Source: an optimization exercise on an open RTL-to-GDS flow (aim: small area, a short achievable clock period and few clock cycles). Production flows keep margins and buffers that such runs may drop.
At most, simulation tests tie the RTL to the original design; equivalence was not proved.
No functional check of the RTL was part of run 1.

==> flow/design.v (outline; a module is shown in full before it is edited, if it fits) <==
// module Fp32ToQ15: 21 lines
// module Q15ToFp32: 29 lines
// module Q15ToX32: 18 lines
// module X32ToQ15: 13 lines
// module BoothMul64x34: 3749 lines
// module MulFA: 4 lines
// module MulHA: 4 lines
// module Fpu: 88 lines
// module Alu: 47 lines
// module RegisterFile: 30 lines
// module RdBit32: 15 lines
// module RfAoi222: 3 lines
// module RfAoi22: 3 lines
// module RfNand4: 3 lines
// module RfNand3: 3 lines
// module RfOr3: 3 lines
// module XmmRegisterFile: 25 lines
// module Riscv: 267 lines
module Riscv(
  input clk,
  input reset,
  input [31:0] instr,
  input [31:0] mem_read_data,
  output [31:0] instr_addr,
  output [31:0] data_addr,
  output should_read_mem,
  output should_write_mem,
  output [31:0] mem_write_data
);
  // ...
==> flow/run.sh <==
#!/bin/bash
# synth_recipe.tcl (not shown) runs the flow's synth.tcl, then flattens the netlist and writes it again
# the make line also repeats each setting of config.mk as NAME=value (left out here)
make -C /OpenROAD-flow-scripts/flow DESIGN_CONFIG=/design/flow/config.mk WORK_HOME=/design/flow/orfs CLKGATE_MAP_FILE= SYNTH_SCRIPT=/design/flow/synth_recipe.tcl finish
==> flow/config.mk <==
export PLATFORM = sky130hd
export DESIGN_NAME = Riscv
export DESIGN_NICKNAME = Riscv
export VERILOG_FILES = /design/flow/design.v
export SDC_FILE = /design/flow/constraint.sdc
export NUM_CORES = 8
export LEC_CHECK = 0
export CAP_MARGIN = 20
export CORE_MARGIN = 2
export CORE_UTILIZATION = 30
export PLACE_DENSITY = 0.45
export SLEW_MARGIN = 20
export SYNTH_HIERARCHICAL = 1
export SYNTH_MINIMUM_KEEP_SIZE = 0
==> flow/constraint.sdc <==
create_clock -name core_clock -period 60.0 [get_ports {clk}]
set_input_delay 12.0000 -clock core_clock [delete_from_list [all_inputs] [get_ports {clk}]]
set_output_delay 12.0000 -clock core_clock [all_outputs]
set_load 0.01 [all_outputs]
==> results.ini, run 1 <==
[critical_path]
path_delay_family = compound AO/OA/AOI/OAI gates
cp.required_ns = 61.00
crit_path_start = ir[22]$_DFFE_PN_
crit_arrival_ns = 19.48

[sta]
setup_ws_ns = 41.53
tns_ns = 0
finalHoldViolations = 0

[clocking]
worstSkewPairLatency_ns = 1.16
cts_buffer_depth = 4
cts_tree = built
cts_num_sinks = 3737
clockRootBuffer = clkbuf_16
numCtsBuffers = 426
post_cts_buffers = 0

[global_routing]
grt_max_degree = 130
top_usage_layer = met2
met3_usage_pct = 10.7
overflow = 0
grt_pass1_vias = 213000

[die]
dieArea_sq_um = 846000
start_util_pct = 30.1
tap_cells = 11200
rows = 336

[final_layout]
final_cell_mix = 3293 x edfxtp_1, 1925 x a222oi_1, 1486 x xnor2_1
largest_register_ffs = 2048
reg_top3 = fq (2048), xq (992)
nClkBuffers = 550
fill_cells = 84000
layout_commonest_cell = edfxtp_1
register_area_sq_um = 108000

[drt]
final_antenna_net_count = 0
routed-via-count = 226000
drt_first_iter_violations = 41500
drc = 0
met2_length_um = 625000

[run_status]
status = complete, no violations

[min_path]
worstHoldStart = m_cvt$_DFF_PP0_

[place]
placed_area_sq_um = 271000

[synthesis]
yosysWarnings = 73

==> module RegisterFile, before the edit <==
module RegisterFile(
  input [32*32-1:0] q,
  input [31:0] valid,
  input [4:0] ra1,
  input [4:0] ra2,
  output [31:0] rd1,
  output [31:0] rd2
);
  wire [31:0] s1, s2;
  genvar g, j;
  generate
    for (g = 0; g < 32; g = g + 1) begin : sel
      if (g == 0) begin : z
        assign s1[g] = 1'b0;
        assign s2[g] = 1'b0;
      end else begin : nz
        assign s1[g] = (ra1 == g) & valid[g];
        assign s2[g] = (ra2 == g) & valid[g];
      end
    end
    for (j = 0; j < 32; j = j + 1) begin : bt
      wire [31:0] col;
      for (g = 0; g < 32; g = g + 1) begin : c
        assign col[g] = q[g*32 + j];
      end
      RdBit32 r1(.s(s1), .d(col), .y(rd1[j]));
      RdBit32 r2(.s(s2), .d(col), .y(rd2[j]));
    end
  endgenerate
endmodule
==> module XmmRegisterFile, before the edit <==
module XmmRegisterFile(
  input [32*64-1:0] q,
  input [31:0] valid,
  input [4:0] ra1,
  input [4:0] ra2,
  output [63:0] rd1,
  output [63:0] rd2
);
  wire [31:0] s1, s2;
  genvar g, j;
  generate
    for (g = 0; g < 32; g = g + 1) begin : sel
      assign s1[g] = (ra1 == g) & valid[g];
      assign s2[g] = (ra2 == g) & valid[g];
    end
    for (j = 0; j < 64; j = j + 1) begin : bt
      wire [31:0] col;
      for (g = 0; g < 32; g = g + 1) begin : c
        assign col[g] = q[g*64 + j];
      end
      RdBit32 r1(.s(s1), .d(col), .y(rd1[j]));
      RdBit32 r2(.s(s2), .d(col), .y(rd2[j]));
    end
  endgenerate
endmodule
==> module Riscv, before the edit <==
module Riscv(
  input clk,
  input reset,
  input [31:0] instr,
  input [31:0] mem_read_data,
  output [31:0] instr_addr,
  output [31:0] data_addr,
  output should_read_mem,
  output should_write_mem,
  output [31:0] mem_write_data
);
  reg [31:0] pc;                  
  reg [31:0] ir;                  
  reg [31:0] xpc;                 
  reg        xv;                  
  reg        m_wi, m_wx;          
  reg        m_late;              
  reg        m_ld;                
  reg        m_cvt;               
  reg [4:0]  m_rd;
  reg [63:0] m_res;
  reg [31:0] m_addr;
  reg [31:0] m_wdata;
  reg        m_rd_mem, m_wr_mem;
  reg        w_wi, w_wx, w_cvt;
  reg [4:0]  w_rd;
  reg [63:0] w_data;
  reg [32*32-1:0] xq;
  reg [31:0]      xvalid;
  reg [32*64-1:0] fq;
  reg [31:0]      fvalid;
  reg        mul_ph;
  reg [63:0] mul_pl;
  reg        d_busy, d_done;
  reg [5:0]  d_cnt;
  reg [62:0] d_r;                 
  reg [62:0] d_b;                 
  reg [63:0] d_n;                 
  reg [63:0] d_q;                 
  reg        d_neg;
  assign instr_addr       = pc;
  assign data_addr        = m_addr;
  assign mem_write_data   = m_wdata;
  assign should_read_mem  = m_rd_mem;
  assign should_write_mem = m_wr_mem;
  wire [4:0] op  = ir[6:2];
  wire [2:0] f3  = ir[14:12];
  wire [4:0] f5  = ir[31:27];
  wire [4:0] rd  = ir[11:7];
  wire [4:0] rs1 = ir[19:15];
  wire [4:0] rs2 = ir[24:20];
  wire i_load  = op == 5'h00;
  wire i_flw   = op == 5'h01;
  wire i_opimm = op == 5'h04;
  wire i_auipc = op == 5'h05;
  wire i_store = op == 5'h08;
  wire i_fsw   = op == 5'h09;
  wire i_op    = op == 5'h0c;
  wire i_lui   = op == 5'h0d;
  wire i_fp    = op == 5'h14;
  wire i_br    = op == 5'h18;
  wire i_jalr  = op == 5'h19;
  wire i_jal   = op == 5'h1b;
  wire f_add   = i_fp & (f5 == 5'h00);
  wire f_sub   = i_fp & (f5 == 5'h01);
  wire f_mul   = i_fp & (f5 == 5'h02);
  wire f_div   = i_fp & (f5 == 5'h03);
  wire f_sgn   = i_fp & (f5 == 5'h04);
  wire f_mm    = i_fp & (f5 == 5'h05);
  wire f_cmp   = i_fp & (f5 == 5'h14);
  wire f_cvtws = i_fp & (f5 == 5'h18);
  wire f_cvtsw = i_fp & (f5 == 5'h1a);
  wire f_mvxw  = i_fp & (f5 == 5'h1c);
  wire f_mvwx  = i_fp & (f5 == 5'h1e);
  wire f_bin   = f_add | f_sub | f_mul | f_div | f_sgn | f_mm | f_cmp;
  wire use_x1 = i_load | i_flw | i_store | i_fsw | i_opimm | i_op | i_br | i_jalr | f_cvtsw | f_mvwx;
  wire use_x2 = i_store | i_op | i_br;
  wire use_f1 = f_bin | f_cvtws | f_mvxw;
  wire use_f2 = f_bin | i_fsw;
  wire wr_x = (i_load | i_opimm | i_auipc | i_op | i_lui | i_jal | i_jalr | f_cmp | f_cvtws | f_mvxw) & (rd != 5'd0);
  wire wr_f = i_flw | f_add | f_sub | f_mul | f_div | f_sgn | f_mm | f_cvtsw | f_mvwx;
  wire m1 = m_rd == rs1;
  wire m2 = m_rd == rs2;
  wire w1 = w_rd == rs1;
  wire w2 = w_rd == rs2;
  wire haz = (m_late & m_wi & ((use_x1 & m1) | (use_x2 & m2)))
           | (m_late & m_wx & ((use_f1 & m1) | (use_f2 & m2)))
           | (w_cvt & ((use_f1 & w1) | (use_f2 & w2)));
  wire [31:0] rf_x1, rf_x2;
  wire [63:0] rf_f1, rf_f2;
  RegisterFile xrf(.q(xq), .valid(xvalid), .ra1(rs1), .ra2(rs2), .rd1(rf_x1), .rd2(rf_x2));
  XmmRegisterFile frf(.q(fq), .valid(fvalid), .ra1(rs1), .ra2(rs2), .rd1(rf_f1), .rd2(rf_f2));
  wire [31:0] x1 = (m_wi & m1) ? m_res[31:0] : (w_wi & w1) ? w_data[31:0] : rf_x1;
  wire [31:0] x2 = (m_wi & m2) ? m_res[31:0] : (w_wi & w2) ? w_data[31:0] : rf_x2;
  wire [63:0] a  = (m_wx & m1) ? m_res : (w_wx & w1) ? w_data : rf_f1;
  wire [63:0] b  = (m_wx & m2) ? m_res : (w_wx & w2) ? w_data : rf_f2;
  wire [31:0] imm_i = {{20{ir[31]}}, ir[31:20]};
  wire [31:0] imm_s = {{20{ir[31]}}, ir[31:25], ir[11:7]};
  wire [31:0] imm_b = {{20{ir[31]}}, ir[7], ir[30:25], ir[11:8], 1'b0};
  wire [31:0] imm_j = {{12{ir[31]}}, ir[19:12], ir[20], ir[30:21], 1'b0};
  wire [31:0] imm_u = {ir[31:12], 12'b0};
  wire [31:0] bop = (i_op | i_br) ? x2 : (i_store | i_fsw) ? imm_s : imm_i;
  wire [63:0] mul_p;
  wire [31:0] alu_res;
  wire        alu_eq, alu_lt, alu_ltu;
  wire [31:0] alu_sum;
  Alu alu(.f3(f3), .is_op(i_op), .ir30(ir[30]), .ir25(ir[25]), .a(x1), .b(bop), .mul_lo(mul_p[31:0]),
          .res(alu_res), .sum(alu_sum), .eq(alu_eq), .lt(alu_lt), .ltu(alu_ltu));
  wire [31:0] tgt_sum = xpc + (i_br ? imm_b : i_jal ? imm_j : imm_u);
  reg br_taken;
  always @* begin
    case (f3)
      3'b000: br_taken = alu_eq;
      3'b001: br_taken = !alu_eq;
      3'b100: br_taken = alu_lt;
      3'b101: br_taken = !alu_lt;
      3'b110: br_taken = alu_ltu;
      3'b111: br_taken = !alu_ltu;
      default: br_taken = 1'b0;
    endcase
  end
  wire [63:0] fpu_res;
  wire [31:0] fpu_ires;
  wire        div_special;
  wire [62:0] div_au, div_bu;
  wire        div_big, div_neg;
  Fpu fpu(.f_add(f_add), .f_sub(f_sub), .f_mul(f_mul), .f_div(f_div), .f_sgn(f_sgn), .f_mm(f_mm),
          .f_cmp(f_cmp), .f_cvtws(f_cvtws), .f_mvxw(f_mvxw), .f_cvtsw(f_cvtsw), .i_fsw(i_fsw),
          .f3(f3), .r20(ir[20]),
          .a(a), .b(b), .x1(x1), .x2(x2), .mul_int(i_op), .mul_ph(mul_ph), .mul_pl(mul_pl),
          .d_q(d_q), .d_neg(d_neg),
          .res(fpu_res), .ires(fpu_ires), .mul_p(mul_p),
          .div_special(div_special), .div_au(div_au), .div_bu(div_bu), .div_big(div_big), .div_neg(div_neg));
  wire div_wait = f_div & !div_special & !d_done;
  wire mul_wait = f_mul & !mul_ph;
  wire stall    = xv & (haz | div_wait | mul_wait);
  wire commit   = xv & !stall;
  wire launch   = xv & f_div & !div_special & !haz & !d_busy & !d_done;
  wire redirect = commit & (i_jal | i_jalr | (i_br & br_taken));
  wire [31:0] target = i_jalr ? alu_sum : tgt_sum;
  wire [31:0] ires = (i_opimm | i_op) ? alu_res :
                     i_auipc          ? tgt_sum :
                     i_lui            ? imm_u :
                     (i_jal | i_jalr) ? pc :
                     f_mvwx           ? x1 :
                                        fpu_ires;
  wire [63:0] xres = wr_f & !f_mvwx ? fpu_res : {32'b0, ires};
  always @(posedge clk or posedge reset) begin
    if (reset) begin
      pc <= 32'b0;
      xv <= 1'b0;
    end else if (!stall) begin
      pc <= redirect ? target : pc + 32'd4;
      xv <= !redirect;
    end
  end
  always @(posedge clk) begin
    if (!stall) begin
      ir  <= instr;
      xpc <= pc;
    end
  end
  always @(posedge clk or posedge reset) begin
    if (reset) begin
      m_wi <= 1'b0; m_wx <= 1'b0; m_late <= 1'b0; m_ld <= 1'b0; m_cvt <= 1'b0;
      m_rd_mem <= 1'b0; m_wr_mem <= 1'b0;
    end else begin
      m_wi     <= commit & wr_x;
      m_wx     <= commit & wr_f;
      m_late   <= commit & (i_load | i_flw | f_mvwx);
      m_ld     <= commit & (i_load | i_flw);
      m_cvt    <= commit & (i_flw | f_mvwx);
      m_rd_mem <= commit & (i_load | i_flw);
      m_wr_mem <= commit & (i_store | i_fsw);
    end
  end
  always @(posedge clk) begin
    m_rd    <= rd;
    m_res   <= xres;
    m_addr  <= alu_sum;
    m_wdata <= i_fsw ? fpu_ires : x2;
  end
  always @(posedge clk or posedge reset) begin
    if (reset) begin
      w_wi <= 1'b0; w_wx <= 1'b0; w_cvt <= 1'b0;
    end else begin
      w_wi  <= m_wi;
      w_wx  <= m_wx;
      w_cvt <= m_cvt;
    end
  end
  always @(posedge clk) begin
    w_rd   <= m_rd;
    w_data <= m_ld ? {32'b0, mem_read_data} : m_res;
  end
  wire [63:0] w_conv;
  Fp32ToQ15 wcvt(.fp32_data(w_data[31:0]), .q15_data(w_conv));
  wire [63:0] w_fdata = w_cvt ? w_conv : w_data;
  integer k;
  always @(posedge clk) begin
    for (k = 1; k < 32; k = k + 1)
      if (w_wi && w_rd == k) xq[k*32 +: 32] <= w_data[31:0];
    for (k = 0; k < 32; k = k + 1)
      if (w_wx && w_rd == k) fq[k*64 +: 64] <= w_fdata;
  end
  always @(posedge clk or posedge reset) begin
    if (reset) begin
      xvalid <= 32'b0;
      fvalid <= 32'b0;
    end else begin
      for (k = 1; k < 32; k = k + 1)
        if (w_wi && w_rd == k) xvalid[k] <= 1'b1;
      for (k = 0; k < 32; k = k + 1)
        if (w_wx && w_rd == k) fvalid[k] <= 1'b1;
    end
  end
  always @(posedge clk or posedge reset) begin
    if (reset)
      mul_ph <= 1'b0;
    else if (xv & f_mul & !haz & !mul_ph)
      mul_ph <= 1'b1;
    else if (commit)
      mul_ph <= 1'b0;
  end
  always @(posedge clk)
    mul_pl <= mul_p;
  wire [63:0] d_t1  = {d_r, d_n[63]};
  wire [64:0] d_s1  = {1'b0, d_t1} - {2'b0, d_b};
  wire        d_g1  = !d_s1[64];
  wire [62:0] d_r1  = d_g1 ? d_s1[62:0] : d_t1[62:0];
  wire [63:0] d_t2  = {d_r1, d_n[62]};
  wire [64:0] d_s2  = {1'b0, d_t2} - {2'b0, d_b};
  wire        d_g2  = !d_s2[64];
  wire [62:0] d_r2  = d_g2 ? d_s2[62:0] : d_t2[62:0];
  always @(posedge clk or posedge reset) begin
    if (reset) begin
      d_busy <= 1'b0;
      d_done <= 1'b0;
      d_cnt  <= 6'd0;
    end else if (launch) begin
      d_busy <= 1'b1;
      d_done <= 1'b0;
      d_cnt  <= div_big ? 6'd55 : 6'd31;
    end else if (d_busy) begin
      d_cnt <= d_cnt - 6'd1;
      if (d_cnt == 6'd0) begin
        d_busy <= 1'b0;
        d_done <= 1'b1;
      end
    end else if (commit) begin
      d_done <= 1'b0;
    end
  end
  always @(posedge clk) begin
    if (launch) begin
      d_b   <= div_bu;
      d_neg <= div_neg;
      d_r   <= div_big ? 63'b0 : {16'b0, div_au[62:16]};
      d_n   <= div_big ? {1'b0, div_au} : {div_au[15:0], 48'b0};
      d_q   <= 64'b0;
    end else if (d_busy) begin
      d_r <= d_r2;
      d_n <= {d_n[61:0], 2'b00};
      d_q <= {d_q[61:0], d_g1, d_g2};
    end
  end
endmodule
==> inputs of run 2 (changes only) <==
--- a/flow/design.v
+++ b/flow/design.v
@@ -1,86 +1 @@
-`timescale 1ns/1ps
-module Fp32ToQ15 (
-  input [31:0] fp32_data,
-  output [63:0] q15_data
-);
-  wire sign = fp32_data[31];
-  wire [7:0] exponent = fp32_data[30:23];
-  wire [22:0] mantissa = fp32_data[22:0];
-  wire exp_ones = exponent == 8'd255;
-  wire man_zero = mantissa == 23'b0;
-  wire nan  = exp_ones & !man_zero;
-  wire inf  = exponent >= 8'd142;
-  wire zero = exponent < 8'd79;       
-  wire [7:0] sh8 = 8'd142 - exponent;
-  wire [63:0] shifted = {1'b1, mantissa, 40'b0} >> sh8[5:0];
-  wire [63:0] signed_shifted = sign ? -shifted : shifted;
-  assign q15_data =
-    nan  ? 64'h8000000000000000 :
-    inf  ? (sign ? 64'h8000000000000001 : 64'h7fffffffffffffff) :
-    zero ? 64'b0 :
-           signed_shifted;
-endmodule
-`timescale 1ns/1ps
-module Q15ToFp32 (
-  input [63:0] q15_data,
-  output [31:0] fp32_data
-);
-  wire sign = q15_data[63];
-  wire [63:0] u = sign ? -q15_data : q15_data;
-  wire [62:0] n0 = u[62:0];
-  wire z5 = n0[62:31] == 0;
-  wire [62:0] n1 = z5 ? {n0[30:0], 32'b0} : n0;
-  wire z4 = n1[62:47] == 0;
-  wire [62:0] n2 = z4 ? {n1[46:0], 16'b0} : n1;
-  wire z3 = n2[62:55] == 0;
-  wire [62:0] n3 = z3 ? {n2[54:0], 8'b0} : n2;
-  wire z2 = n3[62:59] == 0;
-  wire [62:0] n4 = z2 ? {n3[58:0], 4'b0} : n3;
-  wire z1 = n4[62:61] == 0;
-  wire [62:0] n5 = z1 ? {n4[60:0], 2'b0} : n4;
-  wire z0 = !n5[62];
-  wire [62:0] n6 = z0 ? {n5[61:0], 1'b0} : n5;
-  wire nz = n6[62];
-  wire [5:0] lz = {z5, z4, z3, z2, z1, z0};
-  wire [7:0] exponent = nz ? 8'd141 - {2'b0, lz} : 8'd0;
-  wire [22:0] mantissa = n6[61:39];
-  assign fp32_data =
-    q15_data == 64'h8000000000000000 ? 32'h7fc00000 :
-    q15_data == 64'h7fffffffffffffff ? 32'h7f800000 :
-    q15_data == 64'h8000000000000001 ? 32'hff800000 :
-    {sign, exponent, mantissa};
-endmodule
-`timescale 1ns/1ps
-module Q15ToX32 (
-  input [63:0] q15_data,
-  output [31:0] i32_data,
-  output [31:0] u32_data
-);
-  wire sign = q15_data[63];
-  wire zero = q15_data[62:0] == 0;
-  wire nan  = sign & zero;
-  wire inf  = (q15_data == 64'h8000000000000001) | (q15_data == 64'h7fffffffffffffff);
-  assign u32_data =
-    (nan | sign) ? 32'b0 :
-    inf ? 32'h7fffffff :
-    {16'b0, q15_data[63:48]};
-  assign i32_data =
-    nan ? 32'b0 :
-    inf ? (sign ? 32'h80000000 : 32'h7fffffff) :
-    {{16{sign}}, q15_data[63:48]};
-endmodule
-`timescale 1ns/1ps
-module X32ToQ15 (
-  input sign_mask,
-  input [31:0] x32_data,
-  output [63:0] q15_data
-);
-  wire sign = sign_mask & x32_data[31];
-  wire [31:0] unsigned_x32 = sign ? -x32_data : x32_data;
-  wire overflow = unsigned_x32[31:15] != 0;
-  wire [15:0] neg_lo = -unsigned_x32[15:0];
-  assign q15_data =
-    overflow ? (sign ? 64'h8000000000000001 : 64'h7fffffffffffffff) :
-    (sign ? {neg_lo, 48'b0} : {unsigned_x32[15:0], 48'b0});
-endmodule
 module BoothMul64x34(input [63:0] a, input [33:0] bm, input [63:0] acc, input hi, output [63:0] p);
@@ -3843,144 +3758,6 @@
 `timescale 1ns/1ps
-module Fpu (
-  input f_add, input f_sub, input f_mul, input f_div, input f_sgn, input f_mm,
-  input f_cmp, input f_cvtws, input f_mvxw, input f_cvtsw, input i_fsw,
-  input [2:0] f3,
-  input r20,
-  input [63:0] a,
-  input [63:0] b,
-  input [31:0] x1,
-  input [31:0] x2,
-  input mul_int,
-  input mul_ph,
-  input [63:0] mul_pl,
-  input [63:0] d_q,
-  input d_neg,
-  output [63:0] res,
-  output [31:0] ires,
-  output [63:0] mul_p,
-  output div_special,
-  output [62:0] div_au,
-  output [62:0] div_bu,
-  output div_big,
-  output div_neg
-);
-  localparam [63:0] NAN  = 64'h8000000000000000;
-  localparam [63:0] PINF = 64'h7fffffffffffffff;
-  localparam [63:0] NINF = 64'h8000000000000001;
-  wire a_sign = a[63];
-  wire b_sign = b[63];
-  wire a_zero = a[62:0] == 63'b0;
-  wire b_zero = b[62:0] == 63'b0;
-  wire a_nan  = a_sign & a_zero;
-  wire b_nan  = b_sign & b_zero;
-  wire a_inf  = (a == PINF) | (a == NINF);
-  wire b_inf  = (b == PINF) | (b == NINF);
-  wire [63:0] bx = b ^ {64{f_sub}};
-  wire [63:0] sum = a + bx + {63'b0, f_sub};
-  wire bs_sign = f_sub ? (b_zero ? b_sign : !b_sign) : b_sign;
-  wire add_nan = a_nan | b_nan | (a_inf & b_inf);
-  wire add_ovf = a_inf | b_inf | ((a_sign == bs_sign) & (a_sign != sum[63]));
-  wire [63:0] add_res = add_nan ? NAN : add_ovf ? (sum[63] ? PINF : NINF) : sum;
-  wire [63:0] ma = mul_int ? {x1, 32'b0} : a;
-  wire [33:0] mb = mul_int ? {2'b00, x2} : mul_ph ? {b[63], b[63], b[63:32]} : {2'b00, b[31:0]};
-  BoothMul64x34 mul(.a(ma), .bm(mb), .acc(mul_ph ? mul_pl : 64'b0), .hi(mul_ph), .p(mul_p));
-  wire exp_sign = (a_sign ^ b_sign) & !a_zero & !b_zero;
-  wire mul_nan = a_nan | b_nan | (a_inf & b_inf);
-  wire mul_ovf = a_inf | b_inf | (mul_p[63] != exp_sign);
-  wire [63:0] mul_res = mul_nan ? NAN : mul_ovf ? (exp_sign ? PINF : NINF) : mul_p;
-  wire [63:0] neg_a = -a;
-  wire flip = f3[1] ? b_sign : (a_sign ^ b_sign);
-  wire [63:0] sgn_res = (f3[1:0] == 2'b11) ? 64'b0 : (flip ? neg_a : a);
-  wire lt = $signed(a) < $signed(b);
-  wire eq = a == b;
-  reg cmp;
-  always @* begin
-    case (f3[1:0])
-      2'b00: cmp = lt | eq;
-      2'b01: cmp = lt;
-      2'b10: cmp = eq;
-      default: cmp = 1'b0;
-    endcase
-  end
-  wire [63:0] mm_res = (lt ^ f3[0]) ? a : b;
-  wire [63:0] neg_b = -b;
-  assign div_au  = a_sign ? neg_a[62:0] : a[62:0];
-  assign div_bu  = b_sign ? neg_b[62:0] : b[62:0];
-  assign div_neg = a_sign ^ b_sign;
-  assign div_big = {16'b0, div_au[62:16]} >= div_bu;
-  assign div_special = a_nan | b_nan | a_zero | b_zero | a_inf | b_inf;
-  wire [63:0] div_spec_res = (a_nan | b_nan | b_zero | (a_inf & b_inf)) ? NAN : a_inf ? a : 64'b0;
-  wire [63:0] quot = d_neg ? -d_q : d_q;
-  wire [63:0] div_res = div_special ? div_spec_res : quot;
-  wire [63:0] a0 = a_inf ? {~a[63:1], a[0]} : a;
-  wire [31:0] fp32;
-  Q15ToFp32 to_fp32(.q15_data(i_fsw ? b : a0), .fp32_data(fp32));
-  wire [31:0] i32, u32;
-  Q15ToX32 to_x32(.q15_data(a0), .i32_data(i32), .u32_data(u32));
-  wire [63:0] from_x32;
-  X32ToQ15 from_x(.sign_mask(!r20), .x32_data(x1), .q15_data(from_x32));
-  assign res = (f_add | f_sub) ? add_res :
-               f_mul           ? mul_res :
-               f_div           ? div_res :
-               f_sgn           ? sgn_res :
-               f_mm            ? mm_res :
-                                 from_x32;
-  assign ires = f_cmp   ? {31'b0, cmp} :
-                f_cvtws ? (r20 ? i32 : u32) :
-                          fp32;
-endmodule
-`timescale 1ns/1ps
-module Alu(
-  input [2:0] f3,
-  input is_op,
-  input ir30,
-  input ir25,
-  input [31:0] a,
-  input [31:0] b,
-  input [31:0] mul_lo,
-  output [31:0] res,
-  output [31:0] sum,
-  output eq,
-  output lt,
-  output ltu
-);
-  assign sum = a + b;
-  wire [32:0] d = {1'b0, a} - {1'b0, b};
-  wire [31:0] diff = d[31:0];
-  assign ltu = d[32];
-  assign eq  = diff == 32'b0;
-  assign lt  = (a[31] ^ b[31]) ? a[31] : d[32];
-  wire left = f3 == 3'b001;
-  wire fill = ir30 & a[31] & !left;
-  wire [31:0] ra, sh, rsh;
-  genvar i;
-  generate
-    for (i = 0; i < 32; i = i + 1) begin : rv
-      assign ra[i]  = a[31 - i];
-      assign rsh[i] = sh[31 - i];
-    end
-  endgenerate
-  wire [63:0] shx = {{32{fill}}, left ? ra : a} >> b[4:0];
-  assign sh = shx[31:0];
-  reg [31:0] r;
-  always @* begin
-    case (f3)
-      3'b000: r = (is_op & ir25) ? mul_lo : (is_op & ir30) ? diff : sum;
-      3'b001: r = rsh;
-      3'b010: r = {31'b0, lt};
-      3'b011: r = {31'b0, ltu};
-      3'b100: r = a ^ b;
-      3'b101: r = sh;
-      3'b110: r = a | b;
-      default: r = a & b;
-    endcase
-  end
-  assign res = r;
-endmodule
-`timescale 1ns/1ps
 module RegisterFile(
   input [32*32-1:0] q,
-  input [31:0] valid,
-  input [4:0] ra1,
-  input [4:0] ra2,
+  input [31:0] s1,
+  input [31:0] s2,
   output [31:0] rd1,
@@ -3988,14 +3765,4 @@
 );
-  wire [31:0] s1, s2;
   genvar g, j;
   generate
-    for (g = 0; g < 32; g = g + 1) begin : sel
-      if (g == 0) begin : z
-        assign s1[g] = 1'b0;
-        assign s2[g] = 1'b0;
-      end else begin : nz
-        assign s1[g] = (ra1 == g) & valid[g];
-        assign s2[g] = (ra2 == g) & valid[g];
-      end
-    end
     for (j = 0; j < 32; j = j + 1) begin : bt
@@ -4043,5 +3810,4 @@
   input [32*64-1:0] q,
-  input [31:0] valid,
-  input [4:0] ra1,
-  input [4:0] ra2,
+  input [31:0] s1,
+  input [31:0] s2,
   output [63:0] rd1,
@@ -4049,9 +3815,4 @@
 );
-  wire [31:0] s1, s2;
   genvar g, j;
   generate
-    for (g = 0; g < 32; g = g + 1) begin : sel
-      assign s1[g] = (ra1 == g) & valid[g];
-      assign s2[g] = (ra2 == g) & valid[g];
-    end
     for (j = 0; j < 64; j = j + 1) begin : bt
@@ -4078,2 +3839,5 @@
 );
+  localparam [63:0] NAN  = 64'h8000000000000000;
+  localparam [63:0] PINF = 64'h7fffffffffffffff;
+  localparam [63:0] NINF = 64'h8000000000000001;
   reg [31:0] pc;                  
@@ -4082,2 +3846,6 @@
   reg        xv;                  
+  reg [31:0] sel1, sel2;          
+  reg i_load, i_flw, i_opimm, i_auipc, i_store, i_fsw, i_op, i_lui, i_br, i_jalr, i_jal;
+  reg f_add, f_sub, f_mul, f_div, f_sgn, f_mm, f_cmp, f_cvtws, f_cvtsw, f_mvxw, f_mvwx;
+  reg use_x1, use_x2, use_f1, use_f2, wr_x, wr_f, is_mul, alu_sub;
   reg        m_wi, m_wx;          
@@ -4100,2 +3868,3 @@
   reg [63:0] mul_pl;
+  reg        d_pa, d_pc;          
   reg        d_busy, d_done;
@@ -4104,4 +3873,3 @@
   reg [62:0] d_b;                 
-  reg [63:0] d_n;                 
-  reg [63:0] d_q;                 
+  reg [63:0] d_nq;                
   reg        d_neg;
@@ -4112,5 +3880,58 @@
   assign should_write_mem = m_wr_mem;
-  wire [4:0] op  = ir[6:2];
+  function [64:0] add64;
+    input [63:0] x, y;
+    input c;
+    reg [63:0] g, p, gg, pp;
+    reg [64:0] cy;
+    integer i, d;
+    begin
+      g = x & y;
+      p = x ^ y;
+      gg = g;
+      pp = p;
+      gg[0] = g[0] | (p[0] & c);
+      for (d = 1; d < 64; d = d * 2)
+        for (i = 2*d - 1; i < 64; i = i + 2*d) begin
+          gg[i] = gg[i] | (pp[i] & gg[i-d]);
+          pp[i] = pp[i] & pp[i-d];
+        end
+      for (d = 16; d >= 1; d = d / 2)
+        for (i = 3*d - 1; i < 64; i = i + 2*d) begin
+          gg[i] = gg[i] | (pp[i] & gg[i-d]);
+          pp[i] = pp[i] & pp[i-d];
+        end
+      cy[0] = c;
+      for (i = 0; i < 64; i = i + 1)
+        cy[i+1] = gg[i];
+      add64 = {cy[64], p ^ cy[63:0]};
+    end
+  endfunction
+  wire [4:0] n_op = instr[6:2];
+  wire [4:0] n_f5 = instr[31:27];
+  wire [4:0] n_rd = instr[11:7];
+  wire n_load  = n_op == 5'h00;
+  wire n_flw   = n_op == 5'h01;
+  wire n_opimm = n_op == 5'h04;
+  wire n_auipc = n_op == 5'h05;
+  wire n_store = n_op == 5'h08;
+  wire n_fsw   = n_op == 5'h09;
+  wire n_op_   = n_op == 5'h0c;
+  wire n_lui   = n_op == 5'h0d;
+  wire n_fp    = n_op == 5'h14;
+  wire n_br    = n_op == 5'h18;
+  wire n_jalr  = n_op == 5'h19;
+  wire n_jal   = n_op == 5'h1b;
+  wire n_fadd  = n_fp & (n_f5 == 5'h00);
+  wire n_fsub  = n_fp & (n_f5 == 5'h01);
+  wire n_fmul  = n_fp & (n_f5 == 5'h02);
+  wire n_fdiv  = n_fp & (n_f5 == 5'h03);
+  wire n_fsgn  = n_fp & (n_f5 == 5'h04);
+  wire n_fmm   = n_fp & (n_f5 == 5'h05);
+  wire n_fcmp  = n_fp & (n_f5 == 5'h14);
+  wire n_cvtws = n_fp & (n_f5 == 5'h18);
+  wire n_cvtsw = n_fp & (n_f5 == 5'h1a);
+  wire n_mvxw  = n_fp & (n_f5 == 5'h1c);
+  wire n_mvwx  = n_fp & (n_f5 == 5'h1e);
+  wire n_fbin  = n_fadd | n_fsub | n_fmul | n_fdiv | n_fsgn | n_fmm | n_fcmp;
   wire [2:0] f3  = ir[14:12];
-  wire [4:0] f5  = ir[31:27];
   wire [4:0] rd  = ir[11:7];
@@ -4118,32 +3939,2 @@
   wire [4:0] rs2 = ir[24:20];
-  wire i_load  = op == 5'h00;
-  wire i_flw   = op == 5'h01;
-  wire i_opimm = op == 5'h04;
-  wire i_auipc = op == 5'h05;
-  wire i_store = op == 5'h08;
-  wire i_fsw   = op == 5'h09;
-  wire i_op    = op == 5'h0c;
-  wire i_lui   = op == 5'h0d;
-  wire i_fp    = op == 5'h14;
-  wire i_br    = op == 5'h18;
-  wire i_jalr  = op == 5'h19;
-  wire i_jal   = op == 5'h1b;
-  wire f_add   = i_fp & (f5 == 5'h00);
-  wire f_sub   = i_fp & (f5 == 5'h01);
-  wire f_mul   = i_fp & (f5 == 5'h02);
-  wire f_div   = i_fp & (f5 == 5'h03);
-  wire f_sgn   = i_fp & (f5 == 5'h04);
-  wire f_mm    = i_fp & (f5 == 5'h05);
-  wire f_cmp   = i_fp & (f5 == 5'h14);
-  wire f_cvtws = i_fp & (f5 == 5'h18);
-  wire f_cvtsw = i_fp & (f5 == 5'h1a);
-  wire f_mvxw  = i_fp & (f5 == 5'h1c);
-  wire f_mvwx  = i_fp & (f5 == 5'h1e);
-  wire f_bin   = f_add | f_sub | f_mul | f_div | f_sgn | f_mm | f_cmp;
-  wire use_x1 = i_load | i_flw | i_store | i_fsw | i_opimm | i_op | i_br | i_jalr | f_cvtsw | f_mvwx;
-  wire use_x2 = i_store | i_op | i_br;
-  wire use_f1 = f_bin | f_cvtws | f_mvxw;
-  wire use_f2 = f_bin | i_fsw;
-  wire wr_x = (i_load | i_opimm | i_auipc | i_op | i_lui | i_jal | i_jalr | f_cmp | f_cvtws | f_mvxw) & (rd != 5'd0);
-  wire wr_f = i_flw | f_add | f_sub | f_mul | f_div | f_sgn | f_mm | f_cvtsw | f_mvwx;
   wire m1 = m_rd == rs1;
@@ -4157,4 +3948,4 @@
   wire [63:0] rf_f1, rf_f2;
-  RegisterFile xrf(.q(xq), .valid(xvalid), .ra1(rs1), .ra2(rs2), .rd1(rf_x1), .rd2(rf_x2));
-  XmmRegisterFile frf(.q(fq), .valid(fvalid), .ra1(rs1), .ra2(rs2), .rd1(rf_f1), .rd2(rf_f2));
+  RegisterFile xrf(.q(xq), .s1(sel1 & xvalid), .s2(sel2 & xvalid), .rd1(rf_x1), .rd2(rf_x2));
+  XmmRegisterFile frf(.q(fq), .s1(sel1 & fvalid), .s2(sel2 & fvalid), .rd1(rf_f1), .rd2(rf_f2));
   wire [31:0] x1 = (m_wi & m1) ? m_res[31:0] : (w_wi & w1) ? w_data[31:0] : rf_x1;
@@ -4169,9 +3960,35 @@
   wire [31:0] bop = (i_op | i_br) ? x2 : (i_store | i_fsw) ? imm_s : imm_i;
+  wire [64:0] alu_sx  = add64({32'b0, x1}, {32'b0, bop ^ {32{alu_sub}}}, alu_sub);
+  wire [31:0] alu_sum = alu_sx[31:0];
+  wire        alu_ltu = !alu_sx[32];
+  wire        alu_eq  = alu_sum == 32'b0;
+  wire        alu_lt  = (x1[31] ^ bop[31]) ? x1[31] : alu_sum[31];
+  wire        sh_left = f3 == 3'b001;
+  wire        sh_fill = ir[30] & x1[31] & !sh_left;
+  wire [31:0] sh_in, sh_out, sh_rev;
+  genvar gi;
+  generate
+    for (gi = 0; gi < 32; gi = gi + 1) begin : rv
+      assign sh_in[gi]  = sh_left ? x1[31 - gi] : x1[gi];
+      assign sh_rev[gi] = sh_out[31 - gi];
+    end
+  endgenerate
+  wire [63:0] sh_x = {{32{sh_fill}}, sh_in} >> bop[4:0];
+  assign sh_out = sh_x[31:0];
   wire [63:0] mul_p;
-  wire [31:0] alu_res;
-  wire        alu_eq, alu_lt, alu_ltu;
-  wire [31:0] alu_sum;
-  Alu alu(.f3(f3), .is_op(i_op), .ir30(ir[30]), .ir25(ir[25]), .a(x1), .b(bop), .mul_lo(mul_p[31:0]),
-          .res(alu_res), .sum(alu_sum), .eq(alu_eq), .lt(alu_lt), .ltu(alu_ltu));
-  wire [31:0] tgt_sum = xpc + (i_br ? imm_b : i_jal ? imm_j : imm_u);
+  reg [31:0] alu_res;
+  always @* begin
+    case (f3)
+      3'b000: alu_res = is_mul ? mul_p[31:0] : alu_sum;      
+      3'b001: alu_res = sh_rev;
+      3'b010: alu_res = {31'b0, alu_lt};
+      3'b011: alu_res = {31'b0, alu_ltu};
+      3'b100: alu_res = x1 ^ bop;
+      3'b101: alu_res = sh_out;
+      3'b110: alu_res = x1 | bop;
+      default: alu_res = x1 & bop;
+    endcase
+  end
+  wire [64:0] tgt_sx  = add64({32'b0, xpc}, {32'b0, i_br ? imm_b : i_jal ? imm_j : imm_u}, 1'b0);
+  wire [31:0] tgt_sum = tgt_sx[31:0];
   reg br_taken;
@@ -4188,14 +4005,83 @@
   end
-  wire [63:0] fpu_res;
-  wire [31:0] fpu_ires;
-  wire        div_special;
-  wire [62:0] div_au, div_bu;
-  wire        div_big, div_neg;
-  Fpu fpu(.f_add(f_add), .f_sub(f_sub), .f_mul(f_mul), .f_div(f_div), .f_sgn(f_sgn), .f_mm(f_mm),
-          .f_cmp(f_cmp), .f_cvtws(f_cvtws), .f_mvxw(f_mvxw), .f_cvtsw(f_cvtsw), .i_fsw(i_fsw),
-          .f3(f3), .r20(ir[20]),
-          .a(a), .b(b), .x1(x1), .x2(x2), .mul_int(i_op), .mul_ph(mul_ph), .mul_pl(mul_pl),
-          .d_q(d_q), .d_neg(d_neg),
-          .res(fpu_res), .ires(fpu_ires), .mul_p(mul_p),
-          .div_special(div_special), .div_au(div_au), .div_bu(div_bu), .div_big(div_big), .div_neg(div_neg));
+  wire a_sign = a[63];
+  wire b_sign = b[63];
+  wire a_zero = a[62:0] == 63'b0;
+  wire b_zero = b[62:0] == 63'b0;
+  wire a_nan  = a_sign & a_zero;
+  wire b_nan  = b_sign & b_zero;
+  wire a_inf  = (a == PINF) | (a == NINF);
+  wire b_inf  = (b == PINF) | (b == NINF);
+  wire        sgn_flip = f3[1] ? b_sign : (a_sign ^ b_sign);
+  wire        add_sub = f_sub | f_cmp | f_mm | (f_sgn & sgn_flip) | (f_div & (!d_done | d_neg));
+  wire [63:0] add_a   = (f_div | f_sgn) ? 64'b0 : a;
+  wire [63:0] add_b   = ((f_div & d_done) ? d_nq : ((f_div & d_pa) | f_sgn) ? a : b) ^ {64{add_sub}};
+  wire [64:0] add_sx  = add64(add_a, add_b, add_sub);
+  wire [63:0] add_sum = add_sx[63:0];
+  wire add_bs  = f_sub ? (b_zero ? b_sign : !b_sign) : b_sign;
+  wire add_nan = a_nan | b_nan | (a_inf & b_inf);
+  wire add_ovf = a_inf | b_inf | ((a_sign == add_bs) & (a_sign != add_sum[63]));
+  wire [63:0] add_res = add_nan ? NAN : add_ovf ? (add_sum[63] ? PINF : NINF) : add_sum;
+  wire [63:0] mul_a = is_mul ? {x1, 32'b0} : a;
+  wire [33:0] mul_b = is_mul ? {2'b00, x2} : mul_ph ? {b[63], b[63], b[63:32]} : {2'b00, b[31:0]};
+  BoothMul64x34 mul(.a(mul_a), .bm(mul_b), .acc(mul_ph ? mul_pl : 64'b0), .hi(mul_ph), .p(mul_p));
+  wire mul_es  = (a_sign ^ b_sign) & !a_zero & !b_zero;
+  wire mul_nan = a_nan | b_nan | (a_inf & b_inf);
+  wire mul_ovf = a_inf | b_inf | (mul_p[63] != mul_es);
+  wire [63:0] mul_res = mul_nan ? NAN : mul_ovf ? (mul_es ? PINF : NINF) : mul_p;
+  wire [63:0] sgn_res = (f3[1:0] == 2'b11) ? 64'b0 : add_sum;
+  wire f_lt = (a_sign ^ b_sign) ? a_sign : add_sum[63];
+  wire f_eq = add_sum == 64'b0;
+  reg f_cmpr;
+  always @* begin
+    case (f3[1:0])
+      2'b00: f_cmpr = f_lt | f_eq;
+      2'b01: f_cmpr = f_lt;
+      2'b10: f_cmpr = f_eq;
+      default: f_cmpr = 1'b0;
+    endcase
+  end
+  wire [63:0] mm_res = (f_lt ^ f3[0]) ? a : b;
+  wire [62:0] div_au = a_sign ? add_sum[62:0] : a[62:0];
+  wire [62:0] div_bu = b_sign ? add_sum[62:0] : b[62:0];
+  wire div_special = a_nan | b_nan | a_zero | b_zero | a_inf | b_inf;
+  wire [63:0] div_spec_res = (a_nan | b_nan | b_zero | (a_inf & b_inf)) ? NAN : a_inf ? a : 64'b0;
+  wire [63:0] div_res = div_special ? div_spec_res : add_sum;
+  wire cs_sign = !ir[20] & x1[31];
+  wire cs_ovf  = cs_sign ? !((x1[31:15] == 17'h1ffff) & (x1[14:0] != 15'b0)) : (x1[31:15] != 17'b0);
+  wire [63:0] cvtsw_res = cs_ovf ? (cs_sign ? NINF : PINF) : {x1[15:0], 48'b0};
+  wire [63:0] a0 = a_inf ? {~a[63:1], a[0]} : a;
+  wire a0_sign = a0[63];
+  wire a0_nan  = a_nan;
+  wire [31:0] cvt_u32 = (a0_nan | a0_sign) ? 32'b0 : a_inf ? 32'h7fffffff : {16'b0, a0[63:48]};
+  wire [31:0] cvt_i32 = a0_nan ? 32'b0 : a_inf ? (a0_sign ? 32'h80000000 : 32'h7fffffff) : {{16{a0_sign}}, a0[63:48]};
+  wire [63:0] fp_in = i_fsw ? b : a0;
+  wire        fp_sign = fp_in[63];
+  wire [63:0] fp_u = fp_sign ? -fp_in : fp_in;
+  wire [62:0] fn0 = fp_u[62:0];
+  wire fz5 = fn0[62:31] == 0;
+  wire [62:0] fn1 = fz5 ? {fn0[30:0], 32'b0} : fn0;
+  wire fz4 = fn1[62:47] == 0;
+  wire [62:0] fn2 = fz4 ? {fn1[46:0], 16'b0} : fn1;
+  wire fz3 = fn2[62:55] == 0;
+  wire [62:0] fn3 = fz3 ? {fn2[54:0], 8'b0} : fn2;
+  wire fz2 = fn3[62:59] == 0;
+  wire [62:0] fn4 = fz2 ? {fn3[58:0], 4'b0} : fn3;
+  wire fz1 = fn4[62:61] == 0;
+  wire [62:0] fn5 = fz1 ? {fn4[60:0], 2'b0} : fn4;
+  wire fz0 = !fn5[62];
+  wire [62:0] fn6 = fz0 ? {fn5[61:0], 1'b0} : fn5;
+  wire [7:0] fp_exp = fn6[62] ? 8'd141 - {2'b0, fz5, fz4, fz3, fz2, fz1, fz0} : 8'd0;
+  wire [31:0] fp32 = (fp_in == NAN)  ? 32'h7fc00000 :
+                     (fp_in == PINF) ? 32'h7f800000 :
+                     (fp_in == NINF) ? 32'hff800000 :
+                                       {fp_sign, fp_exp, fn6[61:39]};
+  wire [63:0] fpu_res = (f_add | f_sub) ? add_res :
+                        f_mul           ? mul_res :
+                        f_div           ? div_res :
+                        f_sgn           ? sgn_res :
+                        f_mm            ? mm_res :
+                                          cvtsw_res;
+  wire [31:0] fpu_ires = f_cmp   ? {31'b0, f_cmpr} :
+                         f_cvtws ? (ir[20] ? cvt_i32 : cvt_u32) :
+                                   fp32;
   wire div_wait = f_div & !div_special & !d_done;
@@ -4204,3 +4090,4 @@
   wire commit   = xv & !stall;
-  wire launch   = xv & f_div & !div_special & !haz & !d_busy & !d_done;
+  wire d_idle   = !d_pa & !d_pc & !d_busy & !d_done;
+  wire launch   = xv & f_div & !div_special & !haz & d_idle;
   wire redirect = commit & (i_jal | i_jalr | (i_br & br_taken));
@@ -4223,2 +4110,3 @@
   end
+  integer k;
   always @(posedge clk) begin
@@ -4227,2 +4115,37 @@
       xpc <= pc;
+      for (k = 0; k < 32; k = k + 1) begin
+        sel1[k] <= instr[19:15] == k;
+        sel2[k] <= instr[24:20] == k;
+      end
+      i_load  <= n_load;
+      i_flw   <= n_flw;
+      i_opimm <= n_opimm;
+      i_auipc <= n_auipc;
+      i_store <= n_store;
+      i_fsw   <= n_fsw;
+      i_op    <= n_op_;
+      i_lui   <= n_lui;
+      i_br    <= n_br;
+      i_jalr  <= n_jalr;
+      i_jal   <= n_jal;
+      f_add   <= n_fadd;
+      f_sub   <= n_fsub;
+      f_mul   <= n_fmul;
+      f_div   <= n_fdiv;
+      f_sgn   <= n_fsgn;
+      f_mm    <= n_fmm;
+      f_cmp   <= n_fcmp;
+      f_cvtws <= n_cvtws;
+      f_cvtsw <= n_cvtsw;
+      f_mvxw  <= n_mvxw;
+      f_mvwx  <= n_mvwx;
+      use_x1  <= n_load | n_flw | n_store | n_fsw | n_opimm | n_op_ | n_br | n_jalr | n_cvtsw | n_mvwx;
+      use_x2  <= n_store | n_op_ | n_br;
+      use_f1  <= n_fbin | n_cvtws | n_mvxw;
+      use_f2  <= n_fbin | n_fsw;
+      wr_x    <= (n_load | n_opimm | n_auipc | n_op_ | n_lui | n_jal | n_jalr | n_fcmp | n_cvtws | n_mvxw) & (n_rd != 5'd0);
+      wr_f    <= n_flw | n_fadd | n_fsub | n_fmul | n_fdiv | n_fsgn | n_fmm | n_cvtsw | n_mvwx;
+      is_mul  <= n_op_ & (instr[14:12] == 3'b000) & instr[25];
+      alu_sub <= n_br | ((n_op_ | n_opimm) & (instr[14:13] == 2'b01))
+               | (n_op_ & (instr[14:12] == 3'b000) & instr[30] & !instr[25]);
     end
@@ -4247,3 +4170,3 @@
     m_addr  <= alu_sum;
-    m_wdata <= i_fsw ? fpu_ires : x2;
+    m_wdata <= i_fsw ? fp32 : x2;
   end
@@ -4262,6 +4185,16 @@
   end
-  wire [63:0] w_conv;
-  Fp32ToQ15 wcvt(.fp32_data(w_data[31:0]), .q15_data(w_conv));
+  wire        wc_sign = w_data[31];
+  wire [7:0]  wc_exp  = w_data[30:23];
+  wire [22:0] wc_man  = w_data[22:0];
+  wire        wc_nan  = (wc_exp == 8'd255) & (wc_man != 23'b0);
+  wire        wc_inf  = wc_exp >= 8'd142;
+  wire        wc_zero = wc_exp < 8'd79;         
+  wire [7:0]  wc_sh   = 8'd142 - wc_exp;        
+  wire [63:0] wc_abs  = {1'b1, wc_man, 40'b0} >> wc_sh[5:0];
+  wire [63:0] wc_val  = wc_sign ? -wc_abs : wc_abs;
+  wire [63:0] w_conv  = wc_nan  ? NAN :
+                        wc_inf  ? (wc_sign ? NINF : PINF) :
+                        wc_zero ? 64'b0 :
+                                  wc_val;
   wire [63:0] w_fdata = w_cvt ? w_conv : w_data;
-  integer k;
   always @(posedge clk) begin
@@ -4293,12 +4226,17 @@
     mul_pl <= mul_p;
-  wire [63:0] d_t1  = {d_r, d_n[63]};
-  wire [64:0] d_s1  = {1'b0, d_t1} - {2'b0, d_b};
-  wire        d_g1  = !d_s1[64];
-  wire [62:0] d_r1  = d_g1 ? d_s1[62:0] : d_t1[62:0];
-  wire [63:0] d_t2  = {d_r1, d_n[62]};
-  wire [64:0] d_s2  = {1'b0, d_t2} - {2'b0, d_b};
-  wire        d_g2  = !d_s2[64];
-  wire [62:0] d_r2  = d_g2 ? d_s2[62:0] : d_t2[62:0];
+  wire       d_zin = d_cnt < 6'd24;           
+  wire       d_n1  = d_nq[63] & !d_zin;
+  wire       d_n2  = d_nq[62] & !d_zin;
+  wire [63:0] d_t1 = d_pc ? {1'b0, d_r} : {d_r, d_n1};
+  wire [64:0] d_s1 = add64(d_t1, {1'b1, ~d_b}, 1'b1);
+  wire        d_g1 = d_s1[64];
+  wire [62:0] d_r1 = d_g1 ? d_s1[62:0] : d_t1[62:0];
+  wire [63:0] d_t2 = {d_r1, d_n2};
+  wire [64:0] d_s2 = add64(d_t2, {1'b1, ~d_b}, 1'b1);
+  wire        d_g2 = d_s2[64];
+  wire [62:0] d_r2 = d_g2 ? d_s2[62:0] : d_t2[62:0];
   always @(posedge clk or posedge reset) begin
     if (reset) begin
+      d_pa   <= 1'b0;
+      d_pc   <= 1'b0;
       d_busy <= 1'b0;
@@ -4307,5 +4245,10 @@
     end else if (launch) begin
+      d_pa <= 1'b1;
+    end else if (d_pa) begin
+      d_pa <= 1'b0;
+      d_pc <= 1'b1;
+    end else if (d_pc) begin
+      d_pc   <= 1'b0;
       d_busy <= 1'b1;
-      d_done <= 1'b0;
-      d_cnt  <= div_big ? 6'd55 : 6'd31;
+      d_cnt  <= d_g1 ? 6'd55 : 6'd31;
     end else if (d_busy) begin
@@ -4323,10 +4266,14 @@
       d_b   <= div_bu;
-      d_neg <= div_neg;
-      d_r   <= div_big ? 63'b0 : {16'b0, div_au[62:16]};
-      d_n   <= div_big ? {1'b0, div_au} : {div_au[15:0], 48'b0};
-      d_q   <= 64'b0;
+      d_neg <= a_sign ^ b_sign;
+    end else if (d_pa) begin
+      d_r   <= {16'b0, div_au[62:16]};
+      d_nq  <= {div_au[15:0], 48'b0};
+    end else if (d_pc) begin
+      if (d_g1) begin                         
+        d_r  <= 63'b0;
+        d_nq <= {1'b0, d_r[46:0], d_nq[63:48]};
+      end
     end else if (d_busy) begin
-      d_r <= d_r2;
-      d_n <= {d_n[61:0], 2'b00};
-      d_q <= {d_q[61:0], d_g1, d_g2};
+      d_r  <= d_r2;
+      d_nq <= {d_nq[61:0], d_g1, d_g2};
     end
==> flow/flow/run.sh (new file) <==
#!/bin/bash
set -euo pipefail
export SETUP_SLACK_MARGIN=46
bash standard.sh > standard.log 2>&1
==> flow/standard.sh (new file) <==
#!/bin/bash
# synth_recipe.tcl (not shown) runs the flow's synth.tcl, then flattens the netlist and writes it again
# the make line also repeats each setting of config.mk as NAME=value (left out here)
make -C /OpenROAD-flow-scripts/flow DESIGN_CONFIG=/design/flow/config.mk WORK_HOME=/design/flow/orfs CLKGATE_MAP_FILE= SYNTH_SCRIPT=/design/flow/synth_recipe.tcl "${@:-finish}"
--- a/flow/config.mk
+++ b/flow/config.mk
@@ -10,2 +10,4 @@
 export CORE_UTILIZATION = 30
+export CTS_CLUSTER_DIAMETER = 100
+export CTS_CLUSTER_SIZE = 20
 export PLACE_DENSITY = 0.45
removed: flow/run.sh
==> results.ini, run 2 <==
[critical_path]
crit_path_start = sel2[9]$_DFFE_PN_
r2r_slack_ns = 45.89
crit_arrival_ns = 14.96  ; -4.52 ns
critPathMaxStageDelay_ns = 0.62
rr_worst_depth = 47
path_common_cell = fa_1
worstSetupEndpoint = m_res[37]$_SDFF_PN0_
r2r-start = sel2[9]$_DFFE_PN_
worst_setup_path_start_kind = flip-flop
rr_endpoint = m_res[37]$_SDFF_PN0_
cp.required_ns = 60.85  ; -0.15 ns
crit_type = reg -> reg
crit_path_top_delay_cell = or3_4
worst_setup_path_end_kind = flip-flop
critPathMaxFanout = 64

[drt]
drc = 0  ; unchanged
drt_first_iter_violations = 40800  ; -1.6%
drt_pass1_iterations = 13
routed_wl_um = 1360000
viasPerCell = 6.70
final_antenna_net_count = 0  ; unchanged
routed-via-count = 208000  ; -8.2%
post_drt_wl_per_cell_um = 43.8

[final_layout]
top_register = fq
final_cell_mix = 3380 x edfxtp_1, 1921 x a222oi_1, 1240 x xnor2_1
reg_top3 = fq (2048), xq (992)
drive_gt1_share_pct = 14.1
syn2layout_area_growth_pct = 14.0
postLayoutCoreUtil_pct = 34.3
layout_commonest_cell = edfxtp_1
largest_register_ffs = 2048  ; unchanged
finalNetCount = 22100

[sta]
tns_ns = 0  ; unchanged
slew_headroom_pct = 10.3
fin_worst_skew_ns = 0.164
finalHoldViolations = 0  ; unchanged
fin_crit_ns = 14.11
period_share_pct = 23.5
hold_slack_ns = 0.375
fmax_ghz = 0.0709
setup_viol = 0
rsz0062_at_grt = true
drv_slew = 0
max_slew.worst_pin.slew_ns = 1.33

[synthesis]
ys_types = 132
synthAdderAreaFrac_pct = 12.7
synth_area_leaders = edfxtp_1 43%, fa_1 9.5%, a222oi_1 8.2%, xnor2_1 4.7%, a22oi_1 3.3%
yosys.area_share.simple_pct = 9.07
synthArstFlopShare_pct = 3.08
yosysWarnings = 71  ; -2.7%
ys_ff_latch = 3762
muxShareOfSynthArea_pct = 2.74
synth_top_family_by_area = compound AO/OA/AOI/OAI gates
synth_edf_count = 3380
synth_ff_type = edfxtp_1
synth.most_common_cell = edfxtp_1
synthTopCellsByCount = 3380 x edfxtp_1, 1921 x a222oi_1, 1257 x xnor2_1
yosys.area.top_type = edfxtp_1
avgSynthCellArea_sq_um = 11.9
syn_inst = 19800
synth.top_cell.area_share_pct = 43.0
synth-seq-area-share_pct = 46.5
synth-compound-area-share_pct = 20.4
synth_area_sq_um = 236000
synth-xor-area-share_pct = 5.52

[clocking]
clockRootBuffer = clkbuf_16
hold_buffers = 0
cts_buffer_depth = 4  ; unchanged
numCtsBuffers = 230  ; -46%
h-tree-depth = 4
clk_pin_slew_ns = 0.10
cts_tree = built
cts_num_sinks = 3762  ; +0.67%
worstSkewPairLatency_ns = 1.09  ; -0.07 ns

[die]
num_io_pins = 164
dieArea_sq_um = 793000  ; -6.3%
start_util_pct = 30.1  ; about the same
dieHeight_um = 891
die-width_um = 891
rows = 325  ; -3.3%
coreArea_sq_um = 783000

[global_routing]
overflow = 0  ; unchanged
antenna_found_initial = 171
grt_pass1_vias = 194000  ; -8.9%
grt_pass1_wl_um = 1770000
grt_max_degree = 124  ; -4.6%
grtUsageTotal_pct = 32.3

[place]
io_buffers = 161
hpwl_um = 899000
place.gp.congestion = 1.05

[min_path]
hold_path_class = reg -> reg

[run_status]
status = complete, no violations

[run]
max-cap-violations = 0

[run 2: kinds of logic after synthesis]
kind of cell	Yosys count
compound gates	6167
xor+xnor	1484
fa+ha+maj	1721
buf+inv	1777
flops	3762
mux	582
other cells	1
simple gates	4315
[run 2: per-stage QoR]
| stage | std cells | setup slack, ns | instance area (sq um) |
|---|---|---|---|
| after floorplan | 19900 | 46.59 | 236000 |
| after global placement | 30300 | 42.82 | 257000 |
| after detailed placement | 30300 | 42.82 | 257000 |
| after CTS | 30700 | 46.00 | 266000 |
| after global routing | 30900 | 45.96 | 268000 |
| final | 31000 | 45.89 | 269000 |
[run 2: timing repair]
action                     in CTS  in global routing
setup endpoints to repair     236                133
cloned                         14                 22
setup buffers                  61                 98
pin swaps                      49                128
resized for setup             382                284
[run 2: area by class of cell]
class                           count  area, sq um
Fill cell                       78000       514000
Sequential cell                  3762       110000
Tap cell                        10500        13100
Clock inverter                     45          658
Timing Repair Buffer             1370        12900
Inverter                          496         1900
Clock buffer                      305         6090
Antenna cell                      151          378
Multi-Input combinational cell  14400       124000
[run 2: worst min path at each step]
stage	startpoint	end	slack (ns)	cells past startpoint
global placement	m_cvt$_DFF_PP0_	w_cvt$_DFF_PP0_	0.36	0
finish	m_cvt$_DFF_PP0_	w_cvt$_DFF_PP0_	0.38	0
floorplan	m_cvt$_DFF_PP0_	w_cvt$_DFF_PP0_	0.33	0
CTS	m_cvt$_DFF_PP0_	w_cvt$_DFF_PP0_	0.38	0
global route	m_cvt$_DFF_PP0_	w_cvt$_DFF_PP0_	0.38	0
detailed placement	m_cvt$_DFF_PP0_	w_cvt$_DFF_PP0_	0.34	0
[run 2: metal layers]
| layer | vias to the layer above | track usage (%) | part of all wire [%] |
|---|---|---|---|
| li1 | 80600 | - | - |
| met1 | 107000 | 41.0 | 37 |
| met2 | 16600 | 45.9 | 41 |
| met3 | 3807 | 11.3 | 14 |
| met4 | 70 | 22.3 | 8.6 |
| met5 | - | 0.0477 | 0.033 |
[run 2: per-module statistics from Yosys, one instance, submodules excluded, excerpt]
module,flops+latches,copies in the design
RfAoi22,0,192
MulFA,0,995
RfNand3,0,192
RfNand4,0,384
RfOr3,0,192
Riscv,3762,1
MulHA,0,76
RfAoi222,0,1920
BoothMul64x34,0,1
[run 2: critical path, delay by kind of cell (launching register included)]
kind	cells	cell delay, ns
AOI/OAI and AO/OA	16	4.15
xor gates and xnor gates	3	0.57
adders and majority gates	7	3.46
buffers and inverters	11	2.56
DFF	1	0.42
muxes	2	0.39
and+or+nand+nor	8	2.24
Testbench counts of run 2, summed over its fixed seeds: cycles 107,835.

## port drivers added, routing unchanged
The flow's constraints put no driver on any port. The routed layouts listed below were extracted and timed again, unchanged, in two steps.
Step 1: set_driving_cell puts a clkbuf_16 on clk and a buf_2 on each other input, an assumption about the parent block.
Step 2 times the ports against the registers' clock, not the clock port: input delays grow and output delays shrink by t, the midpoint of the rising clock arrivals with the driver on.
Slacks: no drivers / after step 1 / after step 2; pairs: no drivers / after step 1.
run | t, ns | slack for setup (ns) | clock arrival spread, ns
run 1 | 1.218 | 41.528 / 41.528 / 41.528 | 0.154 / 0.154
run 2 | 1.155 | 45.893 / 45.893 / 45.353 | 0.164 / 0.165
After both steps setup and hold are still met in every run listed. For run 2, which loses most, drivers alone change the setup slack by 0.000 ns; drivers and shift together by -0.540 ns. The worst setup slack also covers recovery checks on asynchronous resets.
